Source: an optimization exercise on an open RTL-to-GDS flow (aim: small area). Production flows keep margins and buffers that such runs may drop.
In this exercise RTL edits were held to simulation tests only and were not proved equivalent to the original.
The clock port is modelled as an ideal driver; clocking choices that lean on that would not hold on a real chip.

==> amber <==
// ALU_top
module ALU_top(
    input clk,
    input [31:0] a,
    input [31:0] b,
    input [3:0] f,
    output reg [31:0] y,
    output reg [3:0] zero
    );
    reg  [31:0] a_r, b_r;
    reg  [3:0]  f_r;
    wire [31:0] y_c;
    wire [3:0]  zero_c;
    ALU u_alu(.a(a_r), .b(b_r), .f(f_r), .y(y_c), .zero(zero_c));
    always @(posedge clk) begin
        a_r  <= a;
        b_r  <= b;
        f_r  <= f;
        y    <= y_c;
        zero <= zero_c;
    end
endmodule
Settings: LEC_CHECK=0, CAP_MARGIN=20, CORE_MARGIN=2, CORE_UTILIZATION=70, SLEW_MARGIN=20, SYNTH_HIERARCHICAL=1, SYNTH_MINIMUM_KEEP_SIZE=1; clock period 4.5 ns.
standard.sh (not shown) runs the stock make flow with config.mk's settings and CLKGATE_MAP_FILE= SYNTH_SCRIPT=/design/flow/synth_recipe.tcl, a recipe that flattens the netlist after the stock synthesis.
==> flow/flow/run.sh <==
#!/bin/bash
# The standard layout (standard.sh), with these changes:
#  - synthesis maps to the x1 (or x0) size of every cell: the platform's
#    don't-use list plus the larger sizes (flow/synth_dont_use.txt); ABC
#    otherwise upsizes the one-gate modules for a load they do not have.
#    Placement and timing repair may still use every size;
#  - the port buffers are the smallest buffer cell (buf_1);
#  - clock tree: clkbuf_4 buffers and no dummy loads, then each clock buffer
#    is sized to the smallest clkbuf that keeps the slew at the flip-flop
#    clock pins under 120 ps (flow/clk_size.tcl).
# Each step's output goes to a log file of its own here; ORFS's own logs are
# under orfs/logs.
set -euo pipefail
R=orfs/results/sky130hd/ALU_top/base
bash standard.sh synth "DONT_USE_CELLS=$(cat flow/synth_dont_use.txt)" > synth.log 2>&1
export BUFFER_PORTS_ARGS="-buffer_cell sky130_fd_sc_hd__buf_1"
export CTS_ARGS="-sink_clustering_enable -repair_clock_nets -dont_use_dummy_load -buf_list sky130_fd_sc_hd__clkbuf_4"
bash standard.sh cts > place_cts.log 2>&1
ODB_IN=$R/4_cts.odb ODB_OUT=$R/4_cts.odb SDC_IN=$R/4_cts.sdc \
  LIB=$FLOW_HOME/platforms/sky130hd/lib/sky130_fd_sc_hd__tt_025C_1v80.lib \
  PLATFORM_DIR=$FLOW_HOME/platforms/sky130hd CLK_SLEW_TARGET=0.120 CLK_ROOT_SLEW_TARGET=0.25 \
  openroad -no_splash -exit flow/clk_size.tcl > clk_size.log 2>&1
bash standard.sh > route_finish.log 2>&1
Other scripts of this flow, unchanged in this note and not shown: flow/flow/clk_size.tcl, flow/flow/synth_dont_use.txt
==> fjord (differences from amber) <==
--- a/flow/design.v
+++ b/flow/design.v
@@ -28,25 +28,28 @@
    output signed [31:0] y,
    output [3:0] zero
    );
    wire bb0, p0, g0, bb1, pn1, gn1, bb2, p2, g2, bb3, pn3, gn3, bb4, p4, g4, bb5, pn5, gn5, qn0, yb0, cn1, l1, q1, y1, c2, qn2, y2, cn3, l3, q3, y3, c4, qn4, y4, cn5, l5, q5, y5, c6, bb6, p6, g6, bb7, pn7, gn7, bb8, p8, g8, bb9, pn9, gn9, bb10, p10, g10, bb11, pn11, gn11, bb12, p12, g12, bb13, pn13, gn13, qn6, y6, cn7, l7, q7, y7, c8, qn8, y8, cn9, l9, q9, y9, c10, qn10, y10, cn11, l11, q11, y11, c12, qn12, y12, cn13, l13, q13, y13, gx6, G6_7, Gn6_8, G6_9, Gn6_10, G6_11, Gn6_12, G6_13, Px6, Pw6, P6, Cn14, bb14, pn14, gn14, bb15, p15, g15, bb16, pn16, gn16, bb17, p17, g17, bb18, pn18, gn18, bb19, p19, g19, l14, q14, y14, c15, qn15, y15, cn16, l16, q16, y16, c17, qn17, y17, cn18, l18, q18, y18, c19, qn19, y19, gx14, Gn14_15, G14_16, Gn14_17, G14_18, Gn14_19, Px14, Pw14, Pn14, C20, bb20, p20, g20, bb21, pn21, gn21, bb22, p22, g22, bb23, pn23, gn23, bb24, p24, g24, qn20, y20, cn21, l21, q21, y21, c22, qn22, y22, cn23, l23, q23, y23, c24, qn24, y24, gx20, G20_21, Gn20_22, G20_23, Gn20_24, Px20, Pw20, P20, Cn25, bb25, pn25, gn25, bb26, p26, g26, bb27, pn27, gn27, bb28, p28, g28, l25, q25, y25, c26, qn26, y26, cn27, l27, q27, y27, c28, qn28, y28, gx25, Gn25_26, G25_27, Gn25_28, Px25, Pw25, Pn25, C29, bb29, p29, g29, bb30, pn30, gn30, bb31, p31, g31, qn29, y29, cn30, l30, q30, y30, c31, qn31, y31, cn32, slt, y0, zf0, zf1, zf2, zf3, zf4, zf5, zf6, zf7, zf8, zf9, zf10, zn0, zn1, zn2, zr;
    wire K1, K2, K3, K1n, K2n, K3n, S7;
    alu_ctrl u_ctrl (.f(f), .K1(K1), .K2(K2), .K3(K3), .K1n(K1n), .K2n(K2n), .K3n(K3n), .S7(S7));
    g_xor2 u_bb0 (.a(b[0]), .b(f[2]), .y(bb0));
-   g_ha u_p0 (.a(a[0]), .b(bb0), .s(p0), .c(g0));
+   g_xor2 u_p0 (.a(a[0]), .b(bb0), .y(p0));
+   g_and2 u_g0 (.a(a[0]), .b(bb0), .y(g0));
    g_xor2 u_bb1 (.a(b[1]), .b(f[2]), .y(bb1));
    g_xnor2 u_pn1 (.a(a[1]), .b(bb1), .y(pn1));
    g_nand2 u_gn1 (.a(a[1]), .b(bb1), .y(gn1));
    g_xor2 u_bb2 (.a(b[2]), .b(f[2]), .y(bb2));
-   g_ha u_p2 (.a(a[2]), .b(bb2), .s(p2), .c(g2));
+   g_xor2 u_p2 (.a(a[2]), .b(bb2), .y(p2));
+   g_and2 u_g2 (.a(a[2]), .b(bb2), .y(g2));
    g_xor2 u_bb3 (.a(b[3]), .b(f[2]), .y(bb3));
    g_xnor2 u_pn3 (.a(a[3]), .b(bb3), .y(pn3));
    g_nand2 u_gn3 (.a(a[3]), .b(bb3), .y(gn3));
    g_xor2 u_bb4 (.a(b[4]), .b(f[2]), .y(bb4));
-   g_ha u_p4 (.a(a[4]), .b(bb4), .s(p4), .c(g4));
+   g_xor2 u_p4 (.a(a[4]), .b(bb4), .y(p4));
+   g_and2 u_g4 (.a(a[4]), .b(bb4), .y(g4));
    g_xor2 u_bb5 (.a(b[5]), .b(f[2]), .y(bb5));
    g_xnor2 u_pn5 (.a(a[5]), .b(bb5), .y(pn5));
    g_nand2 u_gn5 (.a(a[5]), .b(bb5), .y(gn5));
    g_a222oi u_qn0 (.a1(K1), .a2(f[2]), .b1(K2), .b2(g0), .c1(K3), .c2(p0), .y(qn0));
    g_xnor2 u_yb0 (.a(p0), .b(qn0), .y(yb0));
    g_a21oi u_cn1 (.a1(p0), .a2(f[2]), .b1(g0), .y(cn1));
    g_o22ai u_l1 (.a1(K2n), .a2(gn1), .b1(K3n), .b2(pn1), .y(l1));
@@ -64,30 +67,34 @@
    g_xnor2 u_y4 (.a(p4), .b(qn4), .y(y4));
    g_a21oi u_cn5 (.a1(p4), .a2(c4), .b1(g4), .y(cn5));
    g_o22ai u_l5 (.a1(K2n), .a2(gn5), .b1(K3n), .b2(pn5), .y(l5));
    g_o21bai u_q5 (.a1(K1n), .a2(cn5), .b1n(l5), .y(q5));
    g_xnor2 u_y5 (.a(pn5), .b(q5), .y(y5));
    g_o21ai u_c6 (.a1(pn5), .a2(cn5), .b1(gn5), .y(c6));
    g_xor2 u_bb6 (.a(b[6]), .b(f[2]), .y(bb6));
-   g_ha u_p6 (.a(a[6]), .b(bb6), .s(p6), .c(g6));
+   g_xor2 u_p6 (.a(a[6]), .b(bb6), .y(p6));
+   g_and2 u_g6 (.a(a[6]), .b(bb6), .y(g6));
    g_xor2 u_bb7 (.a(b[7]), .b(f[2]), .y(bb7));
    g_xnor2 u_pn7 (.a(a[7]), .b(bb7), .y(pn7));
    g_nand2 u_gn7 (.a(a[7]), .b(bb7), .y(gn7));
    g_xor2 u_bb8 (.a(b[8]), .b(f[2]), .y(bb8));
-   g_ha u_p8 (.a(a[8]), .b(bb8), .s(p8), .c(g8));
+   g_xor2 u_p8 (.a(a[8]), .b(bb8), .y(p8));
+   g_and2 u_g8 (.a(a[8]), .b(bb8), .y(g8));
    g_xor2 u_bb9 (.a(b[9]), .b(f[2]), .y(bb9));
    g_xnor2 u_pn9 (.a(a[9]), .b(bb9), .y(pn9));
    g_nand2 u_gn9 (.a(a[9]), .b(bb9), .y(gn9));
    g_xor2 u_bb10 (.a(b[10]), .b(f[2]), .y(bb10));
-   g_ha u_p10 (.a(a[10]), .b(bb10), .s(p10), .c(g10));
+   g_xor2 u_p10 (.a(a[10]), .b(bb10), .y(p10));
+   g_and2 u_g10 (.a(a[10]), .b(bb10), .y(g10));
    g_xor2 u_bb11 (.a(b[11]), .b(f[2]), .y(bb11));
    g_xnor2 u_pn11 (.a(a[11]), .b(bb11), .y(pn11));
    g_nand2 u_gn11 (.a(a[11]), .b(bb11), .y(gn11));
    g_xor2 u_bb12 (.a(b[12]), .b(f[2]), .y(bb12));
-   g_ha u_p12 (.a(a[12]), .b(bb12), .s(p12), .c(g12));
+   g_xor2 u_p12 (.a(a[12]), .b(bb12), .y(p12));
+   g_and2 u_g12 (.a(a[12]), .b(bb12), .y(g12));
    g_xor2 u_bb13 (.a(b[13]), .b(f[2]), .y(bb13));
    g_xnor2 u_pn13 (.a(a[13]), .b(bb13), .y(pn13));
    g_nand2 u_gn13 (.a(a[13]), .b(bb13), .y(gn13));
    g_a222oi u_qn6 (.a1(K1), .a2(c6), .b1(K2), .b2(g6), .c1(K3), .c2(p6), .y(qn6));
    g_xnor2 u_y6 (.a(p6), .b(qn6), .y(y6));
    g_a21oi u_cn7 (.a1(p6), .a2(c6), .b1(g6), .y(cn7));
    g_o22ai u_l7 (.a1(K2n), .a2(gn7), .b1(K3n), .b2(pn7), .y(l7));
@@ -126,25 +133,28 @@
    g_nor4 u_Pw6 (.a(pn7), .b(pn9), .c(pn11), .d(pn13), .y(Pw6));
    g_nor2b u_P6 (.a(Px6), .bn(Pw6), .y(P6));
    g_a21oi u_Cn14 (.a1(P6), .a2(c6), .b1(G6_13), .y(Cn14));
    g_xor2 u_bb14 (.a(b[14]), .b(f[2]), .y(bb14));
    g_xnor2 u_pn14 (.a(a[14]), .b(bb14), .y(pn14));
    g_nand2 u_gn14 (.a(a[14]), .b(bb14), .y(gn14));
    g_xor2 u_bb15 (.a(b[15]), .b(f[2]), .y(bb15));
-   g_ha u_p15 (.a(a[15]), .b(bb15), .s(p15), .c(g15));
+   g_xor2 u_p15 (.a(a[15]), .b(bb15), .y(p15));
+   g_and2 u_g15 (.a(a[15]), .b(bb15), .y(g15));
    g_xor2 u_bb16 (.a(b[16]), .b(f[2]), .y(bb16));
    g_xnor2 u_pn16 (.a(a[16]), .b(bb16), .y(pn16));
    g_nand2 u_gn16 (.a(a[16]), .b(bb16), .y(gn16));
    g_xor2 u_bb17 (.a(b[17]), .b(f[2]), .y(bb17));
-   g_ha u_p17 (.a(a[17]), .b(bb17), .s(p17), .c(g17));
+   g_xor2 u_p17 (.a(a[17]), .b(bb17), .y(p17));
+   g_and2 u_g17 (.a(a[17]), .b(bb17), .y(g17));
    g_xor2 u_bb18 (.a(b[18]), .b(f[2]), .y(bb18));
    g_xnor2 u_pn18 (.a(a[18]), .b(bb18), .y(pn18));
    g_nand2 u_gn18 (.a(a[18]), .b(bb18), .y(gn18));
    g_xor2 u_bb19 (.a(b[19]), .b(f[2]), .y(bb19));
-   g_ha u_p19 (.a(a[19]), .b(bb19), .s(p19), .c(g19));
+   g_xor2 u_p19 (.a(a[19]), .b(bb19), .y(p19));
+   g_and2 u_g19 (.a(a[19]), .b(bb19), .y(g19));
    g_o22ai u_l14 (.a1(K2n), .a2(gn14), .b1(K3n), .b2(pn14), .y(l14));
    g_o21bai u_q14 (.a1(K1n), .a2(Cn14), .b1n(l14), .y(q14));
    g_xnor2 u_y14 (.a(pn14), .b(q14), .y(y14));
    g_o21ai u_c15 (.a1(pn14), .a2(Cn14), .b1(gn14), .y(c15));
    g_a222oi u_qn15 (.a1(K1), .a2(c15), .b1(K2), .b2(g15), .c1(K3), .c2(p15), .y(qn15));
    g_xnor2 u_y15 (.a(p15), .b(qn15), .y(y15));
    g_a21oi u_cn16 (.a1(p15), .a2(c15), .b1(g15), .y(cn16));
@@ -168,25 +178,28 @@
    g_o21ai u_G14_18 (.a1(pn18), .a2(Gn14_17), .b1(gn18), .y(G14_18));
    g_a21oi u_Gn14_19 (.a1(p19), .a2(G14_18), .b1(g19), .y(Gn14_19));
    g_nand3 u_Px14 (.a(p15), .b(p17), .c(p19), .y(Px14));
    g_nor3 u_Pw14 (.a(pn14), .b(pn16), .c(pn18), .y(Pw14));
    g_nand2b u_Pn14 (.an(Px14), .b(Pw14), .y(Pn14));
    g_o21ai u_C20 (.a1(Pn14), .a2(Cn14), .b1(Gn14_19), .y(C20));
    g_xor2 u_bb20 (.a(b[20]), .b(f[2]), .y(bb20));
-   g_ha u_p20 (.a(a[20]), .b(bb20), .s(p20), .c(g20));
+   g_xor2 u_p20 (.a(a[20]), .b(bb20), .y(p20));
+   g_and2 u_g20 (.a(a[20]), .b(bb20), .y(g20));
    g_xor2 u_bb21 (.a(b[21]), .b(f[2]), .y(bb21));
    g_xnor2 u_pn21 (.a(a[21]), .b(bb21), .y(pn21));
    g_nand2 u_gn21 (.a(a[21]), .b(bb21), .y(gn21));
    g_xor2 u_bb22 (.a(b[22]), .b(f[2]), .y(bb22));
-   g_ha u_p22 (.a(a[22]), .b(bb22), .s(p22), .c(g22));
+   g_xor2 u_p22 (.a(a[22]), .b(bb22), .y(p22));
+   g_and2 u_g22 (.a(a[22]), .b(bb22), .y(g22));
    g_xor2 u_bb23 (.a(b[23]), .b(f[2]), .y(bb23));
    g_xnor2 u_pn23 (.a(a[23]), .b(bb23), .y(pn23));
    g_nand2 u_gn23 (.a(a[23]), .b(bb23), .y(gn23));
    g_xor2 u_bb24 (.a(b[24]), .b(f[2]), .y(bb24));
-   g_ha u_p24 (.a(a[24]), .b(bb24), .s(p24), .c(g24));
+   g_xor2 u_p24 (.a(a[24]), .b(bb24), .y(p24));
+   g_and2 u_g24 (.a(a[24]), .b(bb24), .y(g24));
    g_a222oi u_qn20 (.a1(K1), .a2(C20), .b1(K2), .b2(g20), .c1(K3), .c2(p20), .y(qn20));
    g_xnor2 u_y20 (.a(p20), .b(qn20), .y(y20));
    g_a21oi u_cn21 (.a1(p20), .a2(C20), .b1(g20), .y(cn21));
    g_o22ai u_l21 (.a1(K2n), .a2(gn21), .b1(K3n), .b2(pn21), .y(l21));
    g_o21bai u_q21 (.a1(K1n), .a2(cn21), .b1n(l21), .y(q21));
    g_xnor2 u_y21 (.a(pn21), .b(q21), .y(y21));
    g_o21ai u_c22 (.a1(pn21), .a2(cn21), .b1(gn21), .y(c22));
@@ -208,20 +221,22 @@
    g_nor2 u_Pw20 (.a(pn21), .b(pn23), .y(Pw20));
    g_nor2b u_P20 (.a(Px20), .bn(Pw20), .y(P20));
    g_a21boi u_Cn25 (.a1(P20), .a2(C20), .b1n(Gn20_24), .y(Cn25));
    g_xor2 u_bb25 (.a(b[25]), .b(f[2]), .y(bb25));
    g_xnor2 u_pn25 (.a(a[25]), .b(bb25), .y(pn25));
    g_nand2 u_gn25 (.a(a[25]), .b(bb25), .y(gn25));
    g_xor2 u_bb26 (.a(b[26]), .b(f[2]), .y(bb26));
-   g_ha u_p26 (.a(a[26]), .b(bb26), .s(p26), .c(g26));
+   g_xor2 u_p26 (.a(a[26]), .b(bb26), .y(p26));
+   g_and2 u_g26 (.a(a[26]), .b(bb26), .y(g26));
    g_xor2 u_bb27 (.a(b[27]), .b(f[2]), .y(bb27));
    g_xnor2 u_pn27 (.a(a[27]), .b(bb27), .y(pn27));
    g_nand2 u_gn27 (.a(a[27]), .b(bb27), .y(gn27));
    g_xor2 u_bb28 (.a(b[28]), .b(f[2]), .y(bb28));
-   g_ha u_p28 (.a(a[28]), .b(bb28), .s(p28), .c(g28));
+   g_xor2 u_p28 (.a(a[28]), .b(bb28), .y(p28));
+   g_and2 u_g28 (.a(a[28]), .b(bb28), .y(g28));
    g_o22ai u_l25 (.a1(K2n), .a2(gn25), .b1(K3n), .b2(pn25), .y(l25));
    g_o21bai u_q25 (.a1(K1n), .a2(Cn25), .b1n(l25), .y(q25));
    g_xnor2 u_y25 (.a(pn25), .b(q25), .y(y25));
    g_o21ai u_c26 (.a1(pn25), .a2(Cn25), .b1(gn25), .y(c26));
    g_a222oi u_qn26 (.a1(K1), .a2(c26), .b1(K2), .b2(g26), .c1(K3), .c2(p26), .y(qn26));
    g_xnor2 u_y26 (.a(p26), .b(qn26), .y(y26));
    g_a21oi u_cn27 (.a1(p26), .a2(c26), .b1(g26), .y(cn27));
@@ -236,20 +251,22 @@
    g_o21ai u_G25_27 (.a1(pn27), .a2(Gn25_26), .b1(gn27), .y(G25_27));
    g_a21oi u_Gn25_28 (.a1(p28), .a2(G25_27), .b1(g28), .y(Gn25_28));
    g_nand2 u_Px25 (.a(p26), .b(p28), .y(Px25));
    g_nor2 u_Pw25 (.a(pn25), .b(pn27), .y(Pw25));
    g_nand2b u_Pn25 (.an(Px25), .b(Pw25), .y(Pn25));
    g_o21ai u_C29 (.a1(Pn25), .a2(Cn25), .b1(Gn25_28), .y(C29));
    g_xor2 u_bb29 (.a(b[29]), .b(f[2]), .y(bb29));
-   g_ha u_p29 (.a(a[29]), .b(bb29), .s(p29), .c(g29));
+   g_xor2 u_p29 (.a(a[29]), .b(bb29), .y(p29));
+   g_and2 u_g29 (.a(a[29]), .b(bb29), .y(g29));
    g_xor2 u_bb30 (.a(b[30]), .b(f[2]), .y(bb30));
    g_xnor2 u_pn30 (.a(a[30]), .b(bb30), .y(pn30));
    g_nand2 u_gn30 (.a(a[30]), .b(bb30), .y(gn30));
    g_xor2 u_bb31 (.a(b[31]), .b(f[2]), .y(bb31));
-   g_ha u_p31 (.a(a[31]), .b(bb31), .s(p31), .c(g31));
+   g_xor2 u_p31 (.a(a[31]), .b(bb31), .y(p31));
+   g_and2 u_g31 (.a(a[31]), .b(bb31), .y(g31));
    g_a222oi u_qn29 (.a1(K1), .a2(C29), .b1(K2), .b2(g29), .c1(K3), .c2(p29), .y(qn29));
    g_xnor2 u_y29 (.a(p29), .b(qn29), .y(y29));
    g_a21oi u_cn30 (.a1(p29), .a2(C29), .b1(g29), .y(cn30));
    g_o22ai u_l30 (.a1(K2n), .a2(gn30), .b1(K3n), .b2(pn30), .y(l30));
    g_o21bai u_q30 (.a1(K1n), .a2(cn30), .b1n(l30), .y(q30));
    g_xnor2 u_y30 (.a(pn30), .b(q30), .y(y30));
    g_o21ai u_c31 (.a1(pn30), .a2(cn30), .b1(gn30), .y(c31));
@@ -296,18 +313,14 @@
 endmodule
 module g_a222oi(input a1, a2, b1, b2, c1, c2, output y);
    assign y = ~((a1 & a2) | (b1 & b2) | (c1 & c2));
 endmodule
 module g_and2(input a, b, output y);
    assign y = ~(~a | ~b);
 endmodule
-module g_ha(input a, b, output s, c);
-   assign s = a ^ b;
-   assign c = a & b;
-endmodule
 module g_nand2(input a, b, output y);
    assign y = ~(a & b);
 endmodule
 module g_nand2b(input an, b, output y);
    assign y = ~(~an & b);
 endmodule
 module g_nand3(input a, b, c, output y);
CORE_UTILIZATION = 80   (was 70)
==> run summary <==
fjord stopped in 5_1_grt. amber finished clean. Of fjord and amber, fjord has the higher area after synthesis (gap 1.1%, measured against amber). Between fjord and amber, the lower synthesized cell count is in amber (gap about 5%, measured against amber).

-- afterwards: timing with drivers on the ports --
How much do the figures lean on ideal ports? The routed layout below was timed once more, with nothing changed but the port constraints. Step 1 (the two cells are an assumption about what drives the block):
set clk [get_ports {clk}]
set_driving_cell -lib_cell sky130_fd_sc_hd__clkbuf_16 $clk
set_driving_cell -lib_cell sky130_fd_sc_hd__buf_2 [delete_from_list [all_inputs] $clk]
Step 2 adds t to the input delays and takes it off the output delays; t is the mean of the earliest and latest rising clock arrival at the registers after step 1. Input paths then give back, and output paths get back, about the clock's delay inside the block. Slacks: ideal / step 1 / step 2; pairs: ideal / step 1.
run: amber
shift t [ns]: 0.452
setup slack, ns: 0.289 / 0.289 / 0.289
worst hold slack (ns): 0.539 / 0.534 / 0.669
After both steps setup and hold are still met in amber. For amber, drivers alone change the setup slack by 0.000 ns; drivers and shift together by 0.000 ns.
